This design comes from an exercise in tuning for a short achievable clock period and few clock cycles per item on the open sky130 flow, not from production work. Function was checked by simulation only, so behaviour that the tests miss may differ from the original. Power and IR drop assume default switching activity.

## JK
Design draw_fpv, start of the top module:
module draw_fpv(clock, reset,
                start, done,
                player_pos_x, player_pos_y, player_angle,
                grid_x, grid_y, grid_out,
                vga_x, vga_y, vga_colour, vga_write);
For scale: about 860 cells after synthesis, ~87 I/O pins, ~8400 um^2 of cells after synthesis.
Settings: LEC_CHECK=0, ABC_CLOCK_PERIOD_IN_PS=1800, CAP_MARGIN=20, CORE_MARGIN=2, CORE_UTILIZATION=40, CTS_CLUSTER_SIZE=30, PLACE_DENSITY=0.6, SETUP_SLACK_MARGIN=2.9, SLEW_MARGIN=20, SYNTH_MEMORY_MAX_BITS=16384; clock period 4.5 ns.
standard.sh (not shown) runs the stock make flow with config.mk's settings and CLKGATE_MAP_FILE= SYNTH_SCRIPT=/design/flow/synth_recipe.tcl, a recipe that flattens the netlist after the stock synthesis.
==> flow/flow/run.sh <==
#!/bin/bash
# The standard layout (the standard.sh, every step), with the platform's
# full and half adder cells added to DONT_USE_CELLS: synthesis then leaves
# adders as plain gates for abc to map for speed, and no later step places
# an adder cell. Registers are synthesized exactly as in the standard flow.
set -euo pipefail
PLATFORM_CONFIG="$FLOW_HOME/platforms/$FLOW_PLATFORM/config.mk"
# the platform's own list: the words after "export DONT_USE_CELLS +=" up to
# the end of that continued line
PLATFORM_DONT_USE=$(awk '/^export DONT_USE_CELLS/{f=1} f{print} f && !/\\$/{exit}' "$PLATFORM_CONFIG" \
    | sed 's/export DONT_USE_CELLS += //; s/\\//g' | tr -s ' \n' ' ')
ADDERS="sky130_fd_sc_hd__fa_1 sky130_fd_sc_hd__fa_2 sky130_fd_sc_hd__fa_4 sky130_fd_sc_hd__fah_1 sky130_fd_sc_hd__fahcin_1 sky130_fd_sc_hd__fahcon_1 sky130_fd_sc_hd__ha_1 sky130_fd_sc_hd__ha_2 sky130_fd_sc_hd__ha_4"
echo "DONT_USE_CELLS=$PLATFORM_DONT_USE $ADDERS" > dont_use.log
bash standard.sh "DONT_USE_CELLS=$PLATFORM_DONT_USE $ADDERS" MATCH_CELL_FOOTPRINT=0 "BUFFER_PORTS_ARGS=-buffer_cell sky130_fd_sc_hd__buf_6" finish > standard.log 2>&1
Both conditions hold for JK: the flow ran to the end and the final layout passed the timing, DRC and antenna checks.
Testbench counts of JK, summed over its fixed seeds: cycles 923,715, frames 64.
## Diff of input files: MS against JK
Settings: swapping 2.9 for 3.2 in SETUP_SLACK_MARGIN; clearing CTS_CLUSTER_SIZE, which used to be 30.
--- outcome ---
MS went all the way through the flow, and no timing, DRC or antenna check failed.
Global-route met1 utilization: MS > JK
Non-clock buffer share of cell area, JK and MS, higher one = MS.
[compare] base=JK new=MS: design area saw an increase; combined flip-flop and latch cell area went up by 0.78%; placed instance area up 100 um^2; combinational fraction of design power picked up an extra 6.7 points; via count of the routed design rose 7.8%.
Met2 layer usage reported by global route: higher on MS
For sum of net half-perimeters after detailed placement, MS and JK come out practically identical.
MS and JK ended up with roughly the same share of the clock period used by the worst path.
Looking at smallest hold slack, MS sits 0.0031 ns higher than JK does.
Changes in AL relative to MS:
Settings: PLACE_DENSITY changed from 0.6 to 0.8; CORE_UTILIZATION changed from 40 to 65; SETUP_SLACK_MARGIN changed from 3.2 to 2.9.
## What came out
Summary of AL over MS: non-clock buffer count went down; number of antenna violations at the first check in global routing was more or less identical; overall power after layout decreased by 6.7% relative to the old numbers; worst setup slack saw a decrease.
In AL the die area turned out about 38% lower than in MS.
Sort MS and AL by core utilization desc -> top: AL
Compared AL vs MS, and final area is down in AL.
Route | AL vs MS | wire shorter in AL

Starting RTL as in the previous note.
// draw_fpv
module draw_fpv(clock, reset,
                start, done,
                player_pos_x, player_pos_y, player_angle,
                grid_x, grid_y, grid_out,
                vga_x, vga_y, vga_colour, vga_write);
    input clock;
    input reset;
    input start;
    output done;
    input [13:0] player_pos_x;
    input [12:0] player_pos_y;
    input [7:0] player_angle;
    output [5:0] grid_x;
    output [4:0] grid_y;
    input [2:0] grid_out;
    output [7:0] vga_x;
    output [6:0] vga_y;
    output [17:0] vga_colour;
    output vga_write;
    reg [31:0] q;                
    integer i;
    reg [2:0] wp, rp;
    reg [7:0] occ;               
    wire push, pop;
    wire [2:0] push_cell;
    wire push_vert;
    wire room = ~occ[5];
    wire have = occ[0];
    wire [3:0] head = q[{rp, 2'b00} +: 4];
    raytracer rt0 (.clock(clock),
                   .reset(reset),
                   .start(start),
                   .pos_x(player_pos_x),
                   .pos_y(player_pos_y),
                   .angle(player_angle),
                   .grid_x(grid_x),
                   .grid_y(grid_y),
                   .grid_out(grid_out),
                   .room(room),
                   .push(push),
                   .push_cell(push_cell),
                   .push_vert(push_vert));
  ...
clock: 4.5 ns
lec_check: 0
abc_clock_period_in_ps: 1800
cap_margin: 20
core_margin: 2
core_utilization: 40
cts_cluster_size: 50
place_density: 0.6
setup_slack_margin: 2.9
slew_margin: 20
synth_memory_max_bits: 16384
Scripts as last shown in full above: flow/flow/run.sh
Testbench counts at the start, summed over its fixed seeds: cycles 923,715, frames 64.
Rerun with:
--- a/flow/flow/run.sh
+++ b/flow/flow/run.sh
@@ -12,3 +12,3 @@
 ADDERS="sky130_fd_sc_hd__fa_1 sky130_fd_sc_hd__fa_2 sky130_fd_sc_hd__fa_4 sky130_fd_sc_hd__fah_1 sky130_fd_sc_hd__fahcin_1 sky130_fd_sc_hd__fahcon_1 sky130_fd_sc_hd__ha_1 sky130_fd_sc_hd__ha_2 sky130_fd_sc_hd__ha_4"
 echo "DONT_USE_CELLS=$PLATFORM_DONT_USE $ADDERS" > dont_use.log
-bash standard.sh "DONT_USE_CELLS=$PLATFORM_DONT_USE $ADDERS" MATCH_CELL_FOOTPRINT=0 "BUFFER_PORTS_ARGS=-buffer_cell sky130_fd_sc_hd__buf_6" finish > standard.log 2>&1
+bash standard.sh "DONT_USE_CELLS=$PLATFORM_DONT_USE $ADDERS" MATCH_CELL_FOOTPRINT=0 "BUFFER_PORTS_ARGS=-buffer_cell sky130_fd_sc_hd__buf_4" finish > standard.log 2>&1
- CTS_CLUSTER_SIZE: 50 -> default
Result: The new run went through all stages and came out clean. Fmax hardly moves. Wire length goes down by 2.6%. Sequential share of layout area rose by 0.51 points. Die area stays the same. Sequential power stays flat. Global-route usage drops by 0.14 points. Non-clock buffer count shrinks by 1. Setup slack degrades by 0.0036 ns. Design area fell by 1.4%. Hold slack hardly moves.
Rerun with:
--- a/flow/flow/run.sh
+++ b/flow/flow/run.sh
@@ -12,3 +12,3 @@
 ADDERS="sky130_fd_sc_hd__fa_1 sky130_fd_sc_hd__fa_2 sky130_fd_sc_hd__fa_4 sky130_fd_sc_hd__fah_1 sky130_fd_sc_hd__fahcin_1 sky130_fd_sc_hd__fahcon_1 sky130_fd_sc_hd__ha_1 sky130_fd_sc_hd__ha_2 sky130_fd_sc_hd__ha_4"
 echo "DONT_USE_CELLS=$PLATFORM_DONT_USE $ADDERS" > dont_use.log
-bash standard.sh "DONT_USE_CELLS=$PLATFORM_DONT_USE $ADDERS" MATCH_CELL_FOOTPRINT=0 "BUFFER_PORTS_ARGS=-buffer_cell sky130_fd_sc_hd__buf_4" finish > standard.log 2>&1
+bash standard.sh "DONT_USE_CELLS=$PLATFORM_DONT_USE $ADDERS" MATCH_CELL_FOOTPRINT=0 "BUFFER_PORTS_ARGS=-buffer_cell sky130_fd_sc_hd__buf_6" finish > standard.log 2>&1
- PLACE_DENSITY: 0.6 -> 0.7
- SETUP_SLACK_MARGIN: 2.9 -> 3.0
The new run passed the timing, DRC and antenna checks; wire length rises by 7.9%; global-route usage came out higher by 0.46 points; power rose by 6.3%; cell count climbs by 2.9%; setup slack got worse by 0.0077 ns; count of clock-buffer cells in the layout came out higher by 10; synthesized cell count does not change; die area does not change; synthesized area does not change.

draw_fpv again, from the RTL that the note above started with.
clock: 4.5 ns
lec_check: 0
abc_clock_period_in_ps: 1800
cap_margin: 20
core_margin: 2
core_utilization: 40
place_density: 0.6
setup_slack_margin: 2.9
slew_margin: 20
synth_memory_max_bits: 16384
==> flow/flow/run.sh <==
#!/bin/bash
set -euo pipefail
PLATFORM_CONFIG="$FLOW_HOME/platforms/$FLOW_PLATFORM/config.mk"
# the platform's own list: the words after "export DONT_USE_CELLS +=" up to
# the end of that continued line
PLATFORM_DONT_USE=$(awk '/^export DONT_USE_CELLS/{f=1} f{print} f && !/\\$/{exit}' "$PLATFORM_CONFIG" \
    | sed 's/export DONT_USE_CELLS += //; s/\\//g' | tr -s ' \n' ' ')
ADDERS="sky130_fd_sc_hd__fa_1 sky130_fd_sc_hd__fa_2 sky130_fd_sc_hd__fa_4 sky130_fd_sc_hd__fah_1 sky130_fd_sc_hd__fahcin_1 sky130_fd_sc_hd__fahcon_1 sky130_fd_sc_hd__ha_1 sky130_fd_sc_hd__ha_2 sky130_fd_sc_hd__ha_4"
echo "DONT_USE_CELLS=$PLATFORM_DONT_USE $ADDERS" > dont_use.log
bash standard.sh "DONT_USE_CELLS=$PLATFORM_DONT_USE $ADDERS" MATCH_CELL_FOOTPRINT=0 \
    "BUFFER_PORTS_ARGS=-buffer_cell sky130_fd_sc_hd__buf_6" finish > standard.log 2>&1
Testbench counts at the start, summed over its fixed seeds: cycles 923,715, frames 64.
Change:
--- a/flow/flow/run.sh
+++ b/flow/flow/run.sh
@@ -1,0 +2,4 @@
+# The standard layout (the standard.sh, every step), with the platform's
+# full and half adder cells added to DONT_USE_CELLS: synthesis then leaves
+# adders as plain gates for abc to map for speed, and no later step places
+# an adder cell. Registers are synthesized exactly as in the standard flow.
@@ -10,2 +14 @@
-bash standard.sh "DONT_USE_CELLS=$PLATFORM_DONT_USE $ADDERS" MATCH_CELL_FOOTPRINT=0 \
-    "BUFFER_PORTS_ARGS=-buffer_cell sky130_fd_sc_hd__buf_6" finish > standard.log 2>&1
+bash standard.sh "DONT_USE_CELLS=$PLATFORM_DONT_USE $ADDERS" MATCH_CELL_FOOTPRINT=0 "BUFFER_PORTS_ARGS=-buffer_cell sky130_fd_sc_hd__buf_6" finish > standard.log 2>&1
- CTS_BUF_LIST: default -> sky130_fd_sc_hd__clkbuf_4 sky130_fd_sc_hd__clkbuf_16
=> The changed run completed without violations. Die area does not change. Routed wire length is about the same. Critical path depth does not change. Sequential share of layout area hardly moves. Global-route usage is unchanged. Power stays flat. Sequential power barely changes. Final cell count does not change.

what the ideal ports hide:
In the flow no input, the clock included, has a driving cell. The finished layouts below were timed again as built, in two steps.
Step 1, drivers: a clkbuf_16 drives clock and a buf_2 each remaining input, both assumed.
Step 2, shift: input delay + t, output delay - t, t = (earliest + latest rising clock arrival at the registers) / 2. This alone moves slack from input paths to output paths.
a / b / c = ideal ports / drivers / drivers and shift; a / b = the first two.
run | shift t [ns] | setup WS [ns] | worst register clock-pin slew, ns
JK | 0.459 | 2.699 / 2.658 / 2.583 | 0.07 / 0.07
MS | 0.469 | 2.694 / 2.651 / 2.712 | 0.07 / 0.07
AL | 0.473 | 2.690 / 2.647 / 2.569 | 0.08 / 0.08
the first run of note 2 | 0.459 | 2.699 / 2.658 / 2.583 | 0.07 / 0.07
the second run of note 2 | 0.465 | 2.695 / 2.653 / 2.560 | 0.07 / 0.07
the third run of note 2 | 0.469 | 2.687 / 2.645 / 2.657 | 0.07 / 0.07
the first run of note 3 | 0.459 | 2.699 / 2.658 / 2.583 | 0.07 / 0.07
the second run of note 3 | 0.459 | 2.699 / 2.658 / 2.583 | 0.07 / 0.07
After both steps every run listed still meets setup and hold. The setup slack of the second run of note 2, which loses most, moves by -0.042 ns with the drivers and by -0.135 ns with both steps.
